Background: an optimization exercise with open tools, aiming at small area, a short achievable clock period and few clock cycles. Do not read the settings as production practice.
In this exercise RTL edits were held to simulation tests only and were not proved equivalent to the original.
Power is estimated from default activity; no workload was simulated.

==> flow/design.v (excerpt) <==
module auv_top (
    input   logic           clk, rst_n,
    output  logic   [11:0]  imem_adr,
    input   logic   [31:0]  imem_dat,
    output  logic   [23:0]  wb_adr_o,
    input   logic   [15:0]  wb_dat_i,
    output  logic   [15:0]  wb_dat_o,
    output  logic   [ 1:0]  wb_sel_o,
    output  logic           wb_we_o, wb_stb_o, wb_cyc_o,
    input   logic           wb_ack_i, wb_stall_i
);
    logic [11:0] pcf;            
    logic [11:0] f_adr;          
    logic        started;        
    logic        s_valid;        
    logic [31:2] s_inst;
    logic [21:0] pc_d;           
    logic        pf_fresh;       
    logic        e_valid;
    logic [31:0] e_op1, e_op2;
    logic [21:0] e_pc;
    logic [31:0] e_x;            
    logic [ 3:0] e_rd;
    logic [ 2:0] e_f3;
    logic        e_wr, e_load, e_ldw, e_store, e_br, e_jal, e_jalr;
    logic        e_sub, e_cmp_u;
    logic        e_r_add, e_r_cmp, e_r_sh, e_r_and, e_r_or, e_r_xor, e_r_link;
    logic        e_sh_left, e_sh_arith, e_sh_bext, e_bitmask, e_bitinv;
    logic        b_stb, b_we, b_word;
    logic [23:1] b_adr;
    logic [ 1:0] b_sel;
    logic [15:0] b_dat, b_hi;
    logic        ack_exp;        
    logic        lo_ack;         
    logic        ld_fin;         
    logic        ld_pend, ld_wr;
    logic [ 3:0] ld_rd;
    logic [ 2:0] ld_f3;
    logic        ld_a0;
    logic [15:0] word_buf;
    logic [21:0] pc_d_inc;
    auv_add #( .W(22) ) pc_d_add (
        .a      ( pc_d      ),
  ...
Size in the first run: ~4,500 cells after synthesis, ~800 flip-flops, ~49,000 um2 of cells after synthesis.
==> flow/config.mk <==
export PLATFORM = sky130hd
export DESIGN_NAME = auv_top
export DESIGN_NICKNAME = auv_top
export VERILOG_FILES = /design/flow/design.v
export SDC_FILE = /design/flow/constraint.sdc
export NUM_CORES = 4
export LEC_CHECK = 0
export CAP_MARGIN = 20
export CORE_MARGIN = 2
export CORE_UTILIZATION = 40
export SLEW_MARGIN = 20
==> flow/constraint.sdc <==
create_clock -name core_clock -period 12.0 [get_ports {clk}]
set_input_delay 2.4000 -clock core_clock [delete_from_list [all_inputs] [get_ports {clk}]]
set_output_delay 2.4000 -clock core_clock [all_outputs]
set_load 0.01 [all_outputs]
standard.sh (not shown) runs the stock make flow with config.mk's settings and CLKGATE_MAP_FILE= SYNTH_SCRIPT=/design/flow/synth_recipe.tcl, a recipe that flattens the netlist after the stock synthesis.
==> flow/flow/run.sh <==
#!/bin/bash
set -euo pipefail
bash standard.sh SETUP_SLACK_MARGIN=8 TNS_END_PERCENT=0 finish > standard.log 2>&1
Testbench counts at the start, summed over its fixed seeds: cycles 133,081.
Edit:
--- a/flow/design.v
+++ b/flow/design.v
@@ -102,45 +102,45 @@
     input   logic           sub, cmp_u,
     input   logic           r_add, r_cmp, r_sh, r_and, r_or, r_xor, r_link,
     input   logic           sh_left, sh_arith, sh_bext,
     input   logic           bitmask, bitinv,
     input   logic   [ 2:0]  funct3,
     output  logic   [31:0]  result,
     output  logic   [31:0]  sum,
     output  logic           br_cond
 );
     logic cout;
     auv_add #( .W(32) ) adder (
         .a      ( op1               ),
-        .b      ( op2               ),
+        .b      ( op2 ^ {32{sub}}   ),
         .cin    ( sub               ),
         .sum    ( sum               ),
         .cout   ( cout              )
     );
     logic ltu, lt, cmp;
     assign ltu = ~cout;
-    assign lt = (op1[31] ^ ~op2[31]) ? op1[31] : sum[31];
+    assign lt = (op1[31] ^ op2[31]) ? op1[31] : sum[31];
     assign cmp = cmp_u ? ltu : lt;
     logic [4:0] sham;
     assign sham = op2[4:0];
     logic [31:0] mask, lb, lbn;
     assign mask = 32'h1 << sham;
     assign lb = bitmask ? mask : op2;
     assign lbn = bitinv ? ~lb : lb;
     logic [31:0] x_and, x_or, x_xor;
     assign x_and = op1 & lbn;
     assign x_or = op1 | lb;
     assign x_xor = op1 ^ lb;
     logic eq;
-    assign eq = &(op1 ^ op2);
+    assign eq = (op1 == op2);
     assign br_cond = (funct3[2] ? cmp : eq) ^ funct3[0];
     logic [31:0] sh_in, sh_r, sh_out;
     always_comb
         for (int i = 0; i < 32; i++)
             sh_in[i] = sh_left ? op1[31-i] : op1[i];
     assign sh_r = $signed({sh_arith & op1[31], sh_in}) >>> sham;
     always_comb
         for (int i = 0; i < 32; i++)
             sh_out[i] = sh_left ? sh_r[31-i] : sh_r[i];
     logic [31:0] link;
     assign link = {7'h0, (pc_next == 22'h0), pc_next, 2'b00};
     always_comb begin
@@ -378,25 +378,25 @@
     always_comb
         if (d_op1_pc)
             d_op1 = {8'h0, pc_d, 2'b00};
         else if (d_op1_zero)
             d_op1 = 32'h0;
         else
             case (d_op1_sh)
                 2'd1: d_op1 = {d_rv1[30:0], 1'b0};
                 2'd2: d_op1 = {d_rv1[29:0], 2'b0};
                 2'd3: d_op1 = {d_rv1[28:0], 3'b0};
                 default: d_op1 = d_rv1;
             endcase
-    assign d_op2 = (d_op2_imm ? d_imm : d_rv2) ^ {32{d_sub}};
+    assign d_op2 = d_op2_imm ? d_imm : d_rv2;
     assign d_x = d_store ? d_rv2 : {10'h0, d_off};
     logic dep1, dep2, interlock;
     assign dep1 = (e_valid & e_ldw & (e_rd == d_rs1)) |
                   (ld_pend & ld_wr & ~ld_fin & (ld_rd == d_rs1));
     assign dep2 = (e_valid & e_ldw & (e_rd == d_rs2)) |
                   (ld_pend & ld_wr & ~ld_fin & (ld_rd == d_rs2));
     assign interlock = (d_uses_rs1 & dep1) | (d_uses_rs2 & dep2);
     logic d_go;                  
     assign d_go = d_valid & ~hold_e & ~interlock;
     assign imem_adr = pcf;
     logic lost;                  
     assign lost = f_ok & s_valid & ~d_go;
Clock power grows by about 2%.
Total power went down by about 0.7%.
Via count went down by 9.4%.
Utilization goes down by 1.4 points.
Sequential power increases by about 1%.
Final area shrinks by about 3%.
Testbench counts after the change, summed over its fixed seeds: cycles 133,081.

afterwards: timing with drivers on the ports:
In the flow no input, the clock included, has a driving cell. The finished layouts below were timed again as built, in two steps. Step 1 (the two cells are an assumption about what drives the block):
set clk [get_ports {clk}]
set_driving_cell -lib_cell sky130_fd_sc_hd__clkbuf_16 $clk
set_driving_cell -lib_cell sky130_fd_sc_hd__buf_2 [delete_from_list [all_inputs] $clk]
Step 2 adds t to the input delays and takes it off the output delays; t is the mean of the earliest and latest rising clock arrival at the registers after step 1. Input paths then give back, and output paths get back, about the clock's delay inside the block. a / b / c = ideal / step 1 / step 2; a / b = the first two.
run | shift t [ns] | setup WS [ns] | worst slew at a driven data input, ns
the first run | 0.762 | 7.224 / 7.252 / 6.511 | 0.13
the second run | 0.737 | 6.828 / 6.868 / 6.131 | 0.04
After both steps setup and hold are still met in every run listed. The setup slack of the first run, which loses most, moves by +0.028 ns with the drivers and by -0.713 ns with both steps.
